This is an optimization exercise on Yosys and OpenROAD, whose aim is small area and a short achievable clock period, not a production implementation.
Only simulation tests tie the RTL to the original design; equivalence was not proved.
The clock input has no modelled driver; a real chip could not lean on it and would need a root buffer or a full tree.
Power is estimated from default activity; no workload was simulated.

==> flow/design.v <==
`timescale 1ns / 1ps
module cmp_l0(input a, input bn, output ng, output np);
    assign ng = ~(a & bn);
    assign np = ~(a | bn);
endmodule
module cmp_l1(input ngh, input nph, input ngl, input npl, output g, output p);
    assign g = ~(ngh & (nph | ngl));
    assign p = ~(nph | npl);
endmodule
module cmp_l2(input gh, input ph, input gl, input pl, output ng, output np);
    assign ng = ~(gh | (ph & gl));
    assign np = ~(ph & pl);
endmodule
module cmp_l3(input ngh, input nph, input ngl, input nforce, output sel);
    assign sel = ~(ngh & (nph | ngl) & nforce);
endmodule
module comparator2(
    input  [7:0] a,
    input  [7:0] bn,          
    input        nforce,      
    output       sel_a,       
    output       sel_b);
    wire [7:0] ng0, np0;
    wire [3:0] g1, p1;
    wire [1:0] ng2, np2;
    genvar i;
    generate
        for (i = 0; i < 8; i = i + 1) begin : l0_
            cmp_l0 u(.a(a[i]), .bn(bn[i]), .ng(ng0[i]), .np(np0[i]));
        end
        for (i = 0; i < 4; i = i + 1) begin : l1_
            cmp_l1 u(.ngh(ng0[2*i+1]), .nph(np0[2*i+1]), .ngl(ng0[2*i]), .npl(np0[2*i]),
                     .g(g1[i]), .p(p1[i]));
        end
        for (i = 0; i < 2; i = i + 1) begin : l2_
            cmp_l2 u(.gh(g1[2*i+1]), .ph(p1[2*i+1]), .gl(g1[2*i]), .pl(p1[2*i]),
                     .ng(ng2[i]), .np(np2[i]));
        end
    endgenerate
    cmp_l3 ua(.ngh(ng2[1]), .nph(np2[1]), .ngl(ng2[0]), .nforce(nforce), .sel(sel_a));
    cmp_l3 ub(.ngh(ng2[1]), .nph(np2[1]), .ngl(ng2[0]), .nforce(nforce), .sel(sel_b));
endmodule
`timescale 1ns / 1ps
module pooler(
    input         clk,
    input         ce,
    input         master_rst,
    input  [7:0]  data_in,
    output [7:0]  data_out,
    output        valid_op,
    output        end_op
    );
    localparam NP = 13;               
    reg        c0;                    
    reg [3:0]  pc;                    
    reg        r;                     
    reg [3:0]  band;                  
    reg        valid_q, end_q;
    reg        shift_q;               
    reg [7:0]  h;
    reg [7:0]  o;
    reg [7:0]  sr [0:NP-2];
    integer    i;
    wire       pc_last   = pc[3] & pc[2];
    wire       band_last = band[3] & band[2];
    wire       sel, sel_e;            
    comparator2 cmp(.a(data_in), .bn(~h), .nforce(c0 | r), .sel_a(sel), .sel_b(sel_e));
    wire       h_en = ce & (c0 | sel_e);
    wire [7:0] h_d  = c0 ? sr[NP-2] : data_in;
    always @(posedge clk) begin
        o <= sel ? data_in : h;
        if (h_en)
            h <= h_d;
        if (shift_q) begin
            for (i = NP-2; i > 0; i = i-1)
                sr[i] <= sr[i-1];
            sr[0] <= o;
        end
    end
    always @(posedge clk) begin
        if (master_rst) begin
            c0 <= 1'b0; pc <= 4'd0; r <= 1'b0; band <= 4'd0;
            valid_q <= 1'b0; end_q <= 1'b0; shift_q <= 1'b0;
        end else begin
            valid_q <= ce & r & c0;
            end_q   <= ce & r & c0 & pc_last & band_last;
            shift_q <= ce & c0;
            if (ce) begin
                c0 <= ~c0;
                if (c0) begin
                    pc <= pc_last ? 4'd0 : pc + 4'd1;
                    if (pc_last) begin
                        r <= ~r;
                        if (r)
                            band <= band_last ? 4'd0 : band + 4'd1;
                    end
                end
            end
        end
    end
    assign data_out = o;
    assign valid_op = valid_q;
    assign end_op   = end_q;
endmodule
clock: 4.5 ns
lec_check: 0
cap_margin: 20
core_margin: 2
core_utilization: 55
place_density: 0.7
setup_slack_margin: 2.8
slew_margin: 20
synth_hierarchical: 1
standard.sh (not shown) runs the stock make flow with config.mk's settings and CLKGATE_MAP_FILE= SYNTH_SCRIPT=/design/flow/synth_recipe.tcl, a recipe that flattens the netlist after the stock synthesis.
==> flow/flow/run.sh <==
#!/bin/bash
# Own layout flow: the standard ORFS flow (standard synthesis,
# floorplan, power grid, taps, placement, routing unchanged), except
#  - port buffers of a plain buffer cell instead of a delay cell,
#  - resizing not restricted to the same cell footprint,
#  - the clock tree built by flow/cts.tcl instead of TritonCTS.
# Each tool's output goes to a log of its own in the work folder; ORFS also
# keeps each step's log under orfs/logs.
set -euo pipefail
KNOBS=(MATCH_CELL_FOOTPRINT=0 "BUFFER_PORTS_ARGS=-buffer_cell sky130_fd_sc_hd__buf_2")
bash standard.sh "${KNOBS[@]}" place > flow_place.log 2>&1
export PLATFORM_DIR=$FLOW_HOME/platforms/sky130hd
export RDIR=orfs/results/sky130hd/pooler/base
export DONT_USE="sky130_fd_sc_hd__probe_p_8 sky130_fd_sc_hd__probec_p_8 sky130_fd_sc_hd__lpflow_*"
export NLEAF=${NLEAF:-4} LEAFBUF=${LEAFBUF:-sky130_fd_sc_hd__clkbuf_16} ROOTBUF=${ROOTBUF:-sky130_fd_sc_hd__clkbuf_16}
export SETUP_MARGIN=${SETUP_MARGIN:-2.8}
openroad -no_init -exit flow/cts.tcl > flow_cts.log 2>&1
bash standard.sh "${KNOBS[@]}" finish > flow_finish.log 2>&1
==> flow/flow/cts.tcl <==
# Clock tree by hand, in place of TritonCTS (which builds a 16-leaf H-tree
# here): the clock sinks split into NLEAF balanced k-means clusters, one
# LEAFBUF buffer at each cluster's centre, the leaf buffers driven by the
# clock port directly (NLEAF <= 4) or through one ROOTBUF buffer. Then the
# same timing repair as ORFS's cts step, and its two results.
set P $::env(PLATFORM_DIR)
set R $::env(RDIR)
read_db $R/3_place.odb
read_liberty $P/lib/sky130_fd_sc_hd__tt_025C_1v80.lib
read_sdc $R/3_place.sdc
source $P/setRC.tcl
set_dont_use $::env(DONT_USE)

set K $::env(NLEAF)
set LEAF $::env(LEAFBUF)
set ROOT $::env(ROOTBUF)
set db [ord::get_db]
set block [ord::get_db_block]
set clk [$block findNet clk]
set sinks {}
foreach it [$clk getITerms] {
  set bb [[$it getInst] getBBox]
  lappend sinks [list $it [expr {([$bb xMin]+[$bb xMax])/2.0}] [expr {([$bb yMin]+[$bb yMax])/2.0}]]
}
set n [llength $sinks]
puts "clock sinks: $n"
set cx 0; set cy 0
foreach s $sinks { set cx [expr {$cx + [lindex $s 1]}]; set cy [expr {$cy + [lindex $s 2]}] }
set cx [expr {$cx / $n}]; set cy [expr {$cy / $n}]
set sorted [lsort -real -index 3 [lmap s $sinks {list {*}$s [expr {atan2([lindex $s 2]-$cy, [lindex $s 1]-$cx)}]}]]
set cent {}
for {set k 0} {$k < $K} {incr k} {
  set s [lindex $sorted [expr {int(($k + 0.5) * $n / $K)}]]
  lappend cent [list [lindex $s 1] [lindex $s 2]]
}
# balanced k-means: greedy nearest assignment, at most ceil(n/K) per cluster
set cap [expr {int(ceil(double($n) / $K))}]
for {set iter 0} {$iter < 30} {incr iter} {
  set pairs {}
  for {set i 0} {$i < $n} {incr i} {
    set s [lindex $sorted $i]
    for {set k 0} {$k < $K} {incr k} {
      set c [lindex $cent $k]
      lappend pairs [list [expr {abs([lindex $s 1]-[lindex $c 0]) + abs([lindex $s 2]-[lindex $c 1])}] $i $k]
    }
  }
  array unset asg; array unset cnt
  for {set k 0} {$k < $K} {incr k} { set cnt($k) 0 }
  foreach p [lsort -real -index 0 $pairs] {
    lassign $p d i k
    if {[info exists asg($i)] || $cnt($k) >= $cap} continue
    set asg($i) $k; incr cnt($k)
  }
  set new {}
  for {set k 0} {$k < $K} {incr k} {
    set sx 0; set sy 0; set m 0
    for {set i 0} {$i < $n} {incr i} {
      if {$asg($i) == $k} { set s [lindex $sorted $i]; set sx [expr {$sx+[lindex $s 1]}]; set sy [expr {$sy+[lindex $s 2]}]; incr m }
    }
    lappend new [list [expr {$sx/$m}] [expr {$sy/$m}]]
  }
  set cent $new
}
set leafin {}
for {set k 0} {$k < $K} {incr k} {
  set b [odb::dbInst_create $block [$db findMaster $LEAF] "clkbuf_leaf_$k"]
  set c [lindex $cent $k]
  $b setLocation [expr {int([lindex $c 0])}] [expr {int([lindex $c 1])}]
  $b setPlacementStatus PLACED
  set net [odb::dbNet_create $block "clknet_leaf_$k"]
  $net setSigType CLOCK
  [$b findITerm X] connect $net
  for {set i 0} {$i < $n} {incr i} {
    if {$asg($i) == $k} { set it [lindex [lindex $sorted $i] 0]; $it disconnect; $it connect $net }
  }
  lappend leafin [$b findITerm A]
  puts "leaf $k: $cnt($k) sinks at $c"
}
if {$ROOT ne "none"} {
  set sx 0; set sy 0
  foreach c $cent { set sx [expr {$sx+[lindex $c 0]}]; set sy [expr {$sy+[lindex $c 1]}] }
  set b [odb::dbInst_create $block [$db findMaster $ROOT] "clkbuf_root"]
  $b setLocation [expr {int($sx/$K)}] [expr {int($sy/$K)}]
  $b setPlacementStatus PLACED
  set net [odb::dbNet_create $block "clknet_root"]
  $net setSigType CLOCK
  [$b findITerm X] connect $net
  foreach a $leafin { $a connect $net }
  [$b findITerm A] connect $clk
} else {
  foreach a $leafin { $a connect $clk }
}
$clk setSigType CLOCK
global_connect
detailed_placement
set_propagated_clock [all_clocks]
estimate_parasitics -placement
report_clock_latency
puts "after tree: setup [worst_slack -max] hold [worst_slack -min]"
repair_timing -setup_margin $::env(SETUP_MARGIN) -hold_margin 0 -repair_tns 100 -verbose
detailed_placement
check_placement -verbose
estimate_parasitics -placement
puts "after repair: setup [worst_slack -max] hold [worst_slack -min]"
write_db $R/4_1_cts.odb
write_sdc -no_timestamp $R/4_cts.sdc
The starting point went through all stages and came out clean.
Edit:
--- a/flow/flow/run.sh
+++ b/flow/flow/run.sh
@@ -15,3 +15,3 @@
 export NLEAF=${NLEAF:-4} LEAFBUF=${LEAFBUF:-sky130_fd_sc_hd__clkbuf_16} ROOTBUF=${ROOTBUF:-sky130_fd_sc_hd__clkbuf_16}
-export SETUP_MARGIN=${SETUP_MARGIN:-2.8}
+export SETUP_MARGIN=${SETUP_MARGIN:-2.7}
 openroad -no_init -exit flow/cts.tcl > flow_cts.log 2>&1
--- a/flow/config.mk
+++ b/flow/config.mk
@@ -9,5 +9,4 @@
 export CORE_MARGIN = 2
-export CORE_UTILIZATION = 55
-export PLACE_DENSITY = 0.7
-export SETUP_SLACK_MARGIN = 2.8
+export CORE_UTILIZATION = 40
+export SETUP_SLACK_MARGIN = 2.7
 export SLEW_MARGIN = 20
Total power came out lower by 0.89%.
Design area fell by 1.8%.
Area after synthesis does not change.
Setup slack degrades by 0.058 ns.
Die area is higher by 36%.
Global-route usage drops by 3.7 points.
Sequential cell count does not change.
Maximum frequency falls by 3.2%.
Edit:
--- a/flow/flow/run.sh
+++ b/flow/flow/run.sh
@@ -10,3 +10,3 @@
 KNOBS=(MATCH_CELL_FOOTPRINT=0 "BUFFER_PORTS_ARGS=-buffer_cell sky130_fd_sc_hd__buf_2")
-bash standard.sh "${KNOBS[@]}" place > flow_place.log 2>&1
+bash standard.sh "${KNOBS[@]}" SETUP_SLACK_MARGIN=0 place > flow_place.log 2>&1
 export PLATFORM_DIR=$FLOW_HOME/platforms/sky130hd
@@ -15,3 +15,3 @@
 export NLEAF=${NLEAF:-4} LEAFBUF=${LEAFBUF:-sky130_fd_sc_hd__clkbuf_16} ROOTBUF=${ROOTBUF:-sky130_fd_sc_hd__clkbuf_16}
-export SETUP_MARGIN=${SETUP_MARGIN:-2.7}
+export SETUP_MARGIN=${SETUP_MARGIN:-2.8}
 openroad -no_init -exit flow/cts.tcl > flow_cts.log 2>&1
--- a/flow/config.mk
+++ b/flow/config.mk
@@ -10,3 +10,3 @@
 export CORE_UTILIZATION = 40
-export SETUP_SLACK_MARGIN = 2.7
+export SETUP_SLACK_MARGIN = 2.8
 export SLEW_MARGIN = 20
Setup slack improved by 0.051 ns.
Hold slack got worse by 0.014 ns.
Clock power came out lower by about 1%.
Via count came out higher by 2.1%.
Sequential share of layout area came out lower by 1.3 points.
Power came out higher by 0.92%.
Synthesized area is unchanged.
Wire length came out higher by 4.2%.
Edit:
--- a/flow/flow/run.sh
+++ b/flow/flow/run.sh
@@ -10,3 +10,3 @@
 KNOBS=(MATCH_CELL_FOOTPRINT=0 "BUFFER_PORTS_ARGS=-buffer_cell sky130_fd_sc_hd__buf_2")
-bash standard.sh "${KNOBS[@]}" SETUP_SLACK_MARGIN=0 place > flow_place.log 2>&1
+bash standard.sh "${KNOBS[@]}" place > flow_place.log 2>&1
 export PLATFORM_DIR=$FLOW_HOME/platforms/sky130hd
--- a/flow/config.mk
+++ b/flow/config.mk
@@ -7,2 +7,3 @@
 export LEC_CHECK = 0
+export ABC_AREA = 1
 export CAP_MARGIN = 20
The changed run completed with no timing, DRC or antenna violations.
Via count is higher by 3.0%.
Worst setup slack gets better by 0.0055 ns.
Cell area is about the same.
Power is lower by 0.33%.
Area after synthesis is higher by 0.92%.
Die area is higher by 0.89%.
Sequential power hardly moves.
Flip-flop and latch count stays the same.
Hold slack stays flat.
Sequential share of layout area is about the same.
Fmax is higher by 0.32%.
Edit:
--- a/flow/flow/run.sh
+++ b/flow/flow/run.sh
@@ -15,3 +15,3 @@
 export NLEAF=${NLEAF:-4} LEAFBUF=${LEAFBUF:-sky130_fd_sc_hd__clkbuf_16} ROOTBUF=${ROOTBUF:-sky130_fd_sc_hd__clkbuf_16}
-export SETUP_MARGIN=${SETUP_MARGIN:-2.8}
+export SETUP_MARGIN=${SETUP_MARGIN:-2.6}
 openroad -no_init -exit flow/cts.tcl > flow_cts.log 2>&1
--- a/flow/config.mk
+++ b/flow/config.mk
@@ -7,3 +7,2 @@
 export LEC_CHECK = 0
-export ABC_AREA = 1
 export CAP_MARGIN = 20
@@ -11,3 +10,3 @@
 export CORE_UTILIZATION = 40
-export SETUP_SLACK_MARGIN = 2.8
+export SETUP_SLACK_MARGIN = 2.6
 export SLEW_MARGIN = 20
Wire length hardly moves.
Area after synthesis is lower slightly.
Die area drops slightly.
Setup slack gets worse by 0.11 ns.
Critical path depth is higher by 5.
Sequential power is about the same.
First-iteration DRC count rises by well over a third.
Via count decreases by a few percent.
Combinational power decreases by about a fifth.
No run of this note takes its clock network from TritonCTS; it comes from the design's own scripts or RTL.

port drivers added, routing unchanged:
Ports are ideal in the flow. The routed layouts listed here were re-timed in OpenROAD. Step 1 (the two cells are an assumption about what drives the block):
set clk [get_ports {clk}]
set_driving_cell -lib_cell sky130_fd_sc_hd__clkbuf_16 $clk
set_driving_cell -lib_cell sky130_fd_sc_hd__buf_2 [delete_from_list [all_inputs] $clk]
Step 2 also shifts input and output timing later by t, the mid clock arrival at the registers, as if the neighbouring blocks saw the same clock. Slacks: ideal ports / drivers / drivers and shift; pairs: ideal ports / drivers.
| run | t (ns) | setup WS [ns] | hold WS [ns] | worst setup path after step 2 | worst data-port slew with drivers (ns) |
|---|---|---|---|---|---|
| the first run | 0.356 | 2.775 / 2.742 / 2.460 | 0.418 / 0.418 / 0.418 | input to register | 0.07 |
| the second run | 0.358 | 2.717 / 2.720 / 2.362 | 0.431 / 0.431 / 0.431 | input to register | 0.04 |
| the third run | 0.356 | 2.768 / 2.735 / 2.458 | 0.417 / 0.417 / 0.417 | input to register | 0.04 |
| the fourth run | 0.360 | 2.774 / 2.740 / 2.523 | 0.416 / 0.416 / 0.416 | input to register | 0.05 |
| the fifth run | 0.366 | 2.659 / 2.634 / 2.297 | 0.420 / 0.420 / 0.420 | input to register | 0.04 |
After both steps setup and hold are still met in every run listed. The setup slack of the fifth run, which loses most, moves by -0.025 ns with the drivers and by -0.362 ns with both steps.
